Background: an optimization exercise with open tools, aiming at small area, a short achievable clock period and few clock cycles per item. Do not read the settings as production practice. The RTL was checked by simulation tests, not by an equivalence proof against the original design. No activity file was given, so power comes from the tool's default toggle rates.

Design ebpc_decoder, start of the top module:
module ebpc_decoder
  (
   input logic                     clk_i,
   input logic                     rst_ni,
   input logic [DATA_W-1:0]        bpc_i,
   input logic                     bpc_last_i,
   input logic                     bpc_vld_i,
   output logic                    bpc_rdy_o,
   input logic [DATA_W-1:0]        znz_i,
   input logic                     znz_last_i,
   input logic                     znz_vld_i,
   output logic                    znz_rdy_o,
   input logic [LOG_MAX_WORDS-1:0] num_words_i,
   input logic                     num_words_vld_i,
   output logic                    num_words_rdy_o,
   output logic [DATA_W-1:0]       data_o,
   output logic                    last_o,
   output logic                    vld_o,
   input logic                     rdy_i
   );
Size in the first run: roughly 1300 cells after synthesis, roughly 280 flip-flops, ~14000 µm² of cells after synthesis.
==> flow/config.mk <==
export PLATFORM = sky130hd
export DESIGN_NAME = ebpc_decoder
export DESIGN_NICKNAME = ebpc_decoder
export VERILOG_FILES = /design/flow/design.v
export SDC_FILE = /design/flow/constraint.sdc
export NUM_CORES = 4
export LEC_CHECK = 0
export CAP_MARGIN = 20
export CORE_MARGIN = 2
export CORE_UTILIZATION = 40
export PLACE_DENSITY = 0.6
export SLEW_MARGIN = 20
==> flow/constraint.sdc <==
create_clock -name core_clock -period 12.0 [get_ports {clk_i}]
set_input_delay 2.4000 -clock core_clock [delete_from_list [all_inputs] [get_ports {clk_i}]]
set_output_delay 2.4000 -clock core_clock [all_outputs]
set_load 0.01 [all_outputs]
standard.sh (not shown) runs the stock make flow with config.mk's settings and CLKGATE_MAP_FILE= SYNTH_SCRIPT=/design/flow/synth_recipe.tcl, a recipe that flattens the netlist after the stock synthesis.
==> flow/flow/run.sh <==
#!/bin/bash
# Standard ORFS layout with timing repair aiming for extra setup slack and
# plain buffers on the ports (the clock period and constraints are unchanged).
set -euo pipefail
bash standard.sh SETUP_SLACK_MARGIN=8.4 'BUFFER_PORTS_ARGS=-buffer_cell sky130_fd_sc_hd__buf_2' finish > standard_flow.log 2>&1
Testbench counts at the start, summed over its fixed seeds: cycles 29,214, words 28,155.
Rerun with:
==> flow/flow/run.sh (replaced) <==
#!/bin/bash
# Standard ORFS layout with timing repair aiming for extra setup slack and
# plain buffers on the ports (the clock period and constraints are unchanged).
set -euo pipefail
bash standard.sh SETUP_SLACK_MARGIN=8 'BUFFER_PORTS_ARGS=-buffer_cell sky130_fd_sc_hd__buf_2' finish > standard_flow.log 2>&1
The new run completed without violations.
Die area is unchanged.
Global-route usage fell by 0.29 points.
Power decreases by about 1.1%.
Cell area went down by about 0.8%.
Synthesized area stays the same.
Via count hardly moves.
Utilization drops by 0.36 points.
Clock power falls by 4.3%.
Rerun with:
Settings changed: CTS_CLUSTER_SIZE set to 30.
Count of clock-buffer cells in the layout is unchanged.
Fmax is unchanged.
Final cell count does not change.
Synthesized cell count is unchanged.
Register-to-register slack stays flat.
Total power stays the same.
Critical path depth stays the same.


Another version of the RTL of ebpc_decoder (not shown whole).
Size: ~1,300 cells after synthesis, about 280 flip-flops, about 13,000 um^2 of cells after synthesis.
clock: 12.0 ns
lec_check: 0
cap_margin: 20
core_margin: 2
core_utilization: 40
cts_buf_list: sky130_fd_sc_hd__clkbuf_4 sky130_fd_sc_hd__clkbuf_8
place_density: 0.6
slew_margin: 20
run.sh (not shown) runs the stock make flow with config.mk's settings and CLKGATE_MAP_FILE= SYNTH_SCRIPT=/design/flow/synth_recipe.tcl, a recipe that flattens the netlist after the stock synthesis.
Stock flow here: none of the scripts above is used.
Testbench counts at the start, summed over its fixed seeds: cycles 29,214, words 28,155.
Next try:
--- a/flow/config.mk
+++ b/flow/config.mk
@@ -11 +10,0 @@
-export CTS_BUF_LIST = sky130_fd_sc_hd__clkbuf_4 sky130_fd_sc_hd__clkbuf_8
Outcome: Sequential share of layout area goes up by 0.27 points; via count goes down by 1.9%; synthesized cell count is unchanged.


Another version of the RTL of ebpc_decoder (not shown whole).
For scale: ~1,100 cells after synthesis, ~270 flip-flops, about 0.012 mm^2 of cells after synthesis.
export LEC_CHECK = 0
export CAP_MARGIN = 20
export CORE_MARGIN = 2
export CORE_UTILIZATION = 40
export PLACE_DENSITY = 0.6
export SLEW_MARGIN = 20
create_clock -name core_clock -period 12.0 [get_ports {clk_i}]
standard.sh (not shown) runs the stock make flow with config.mk's settings and CLKGATE_MAP_FILE= SYNTH_SCRIPT=/design/flow/synth_recipe.tcl, a recipe that flattens the netlist after the stock synthesis.
==> flow/flow/run.sh <==
#!/bin/bash
# Standard ORFS layout with timing repair aiming for extra setup slack and
# plain buffers on the ports (the clock period and constraints are unchanged).
set -euo pipefail
bash standard.sh SETUP_SLACK_MARGIN=8.4 'BUFFER_PORTS_ARGS=-buffer_cell sky130_fd_sc_hd__buf_2' finish > standard_flow.log 2>&1
The starting point produced a clean layout.
Testbench counts at the start, summed over its fixed seeds: cycles 29,214, words 28,155.
Rerun with:
- CTS_CLUSTER_DIAMETER: default -> 130
- CTS_CLUSTER_SIZE: default -> 30
The changed run completed with no timing, DRC or antenna violations; area after synthesis stays the same; setup slack gains 0.064 ns; power came out lower by a little under a tenth; cell count came out lower by a few percent; routed wire length came out lower by a few percent; via count came out lower slightly; maximum frequency came out higher slightly.
Rerun with:
==> flow/flow/run.sh (replaced) <==
#!/bin/bash
# Standard ORFS layout with timing repair aiming for extra setup slack and
# plain buffers on the ports (the clock period and constraints are unchanged).
set -euo pipefail
bash standard.sh SETUP_SLACK_MARGIN=8.55 'BUFFER_PORTS_ARGS=-buffer_cell sky130_fd_sc_hd__buf_2' finish > standard_flow.log 2>&1
- CTS_CLUSTER_DIAMETER: 130 -> default
- CTS_CLUSTER_SIZE: 30 -> default
Design area rises by a few percent.
Clock-buffer cell count rose by 32.
Wire length climbs by a few percent.
Sequential power hardly moves.
Power went up by roughly a tenth.
First-iteration DRC count falls by a few percent.
Via count goes up by a few percent.
Utilization climbs by 3.0 points.
Setup slack loses 0.010 ns.
Non-clock buffer count went up by 23.
Final cell count grows by a few percent.
Rerun with:
==> flow/flow/run.sh (replaced) <==
#!/bin/bash
# Standard ORFS layout with timing repair aiming for extra setup slack and
# plain buffers on the ports (the clock period and constraints are unchanged).
set -euo pipefail
bash standard.sh SETUP_SLACK_MARGIN=8.4 'BUFFER_PORTS_ARGS=-buffer_cell sky130_fd_sc_hd__buf_2' finish > standard_flow.log 2>&1
- CTS_CLUSTER_DIAMETER: default -> 120
- CTS_CLUSTER_SIZE: default -> 25
What happened:
- sequential cell count stays the same
- clock skew rose by 0.0067 ns
- clock-buffer cell count falls by 29
- cell area went down by about 6%
- maximum frequency barely changes
- setup slack gets better by 0.0065 ns
- routed wire length drops by 2.9%

-- re-timing with driven ports --
Ports are ideal in the flow. The routed layouts listed here were re-timed in OpenROAD. Step 1, drivers: a clkbuf_16 drives clk_i and a buf_2 each remaining input, both assumed. Step 2 times the ports against the registers' clock, not the clock port: input delays grow and output delays shrink by t, the midpoint of the rising clock arrivals with the driver on. a / b / c = no drivers / after step 1 / after step 2; a / b = the first two.
| run | t, ns | setup WS [ns] | latest minus earliest clock arrival (ns) |
|---|---|---|---|
| the first run of note 1 | 0.595 | 8.405 / 8.356 / 7.996 | 0.012 / 0.013 |
| the second run of note 1 | 0.586 | 8.272 / 8.272 / 7.943 | 0.013 / 0.014 |
| the third run of note 1 | 0.586 | 8.272 / 8.272 / 7.943 | 0.013 / 0.014 |
| the first run of note 2 | 0.599 | 7.756 / 7.756 / 7.587 | 0.035 / 0.035 |
| the second run of note 2 | 0.598 | 7.803 / 7.803 / 7.575 | 0.024 / 0.024 |
| the first run of note 3 | 0.599 | 8.444 / 8.398 / 8.060 | 0.015 / 0.015 |
| the second run of note 3 | 0.522 | 8.508 / 8.463 / 8.069 | 0.029 / 0.029 |
| the third run of note 3 | 0.591 | 8.497 / 8.449 / 8.112 | 0.017 / 0.017 |
| the fourth run of note 3 | 0.532 | 8.504 / 8.460 / 8.078 | 0.021 / 0.021 |
After both steps setup and hold are still met in every run listed. For the second run of note 3, which loses most, drivers alone change the setup slack by -0.045 ns; drivers and shift together by -0.439 ns.
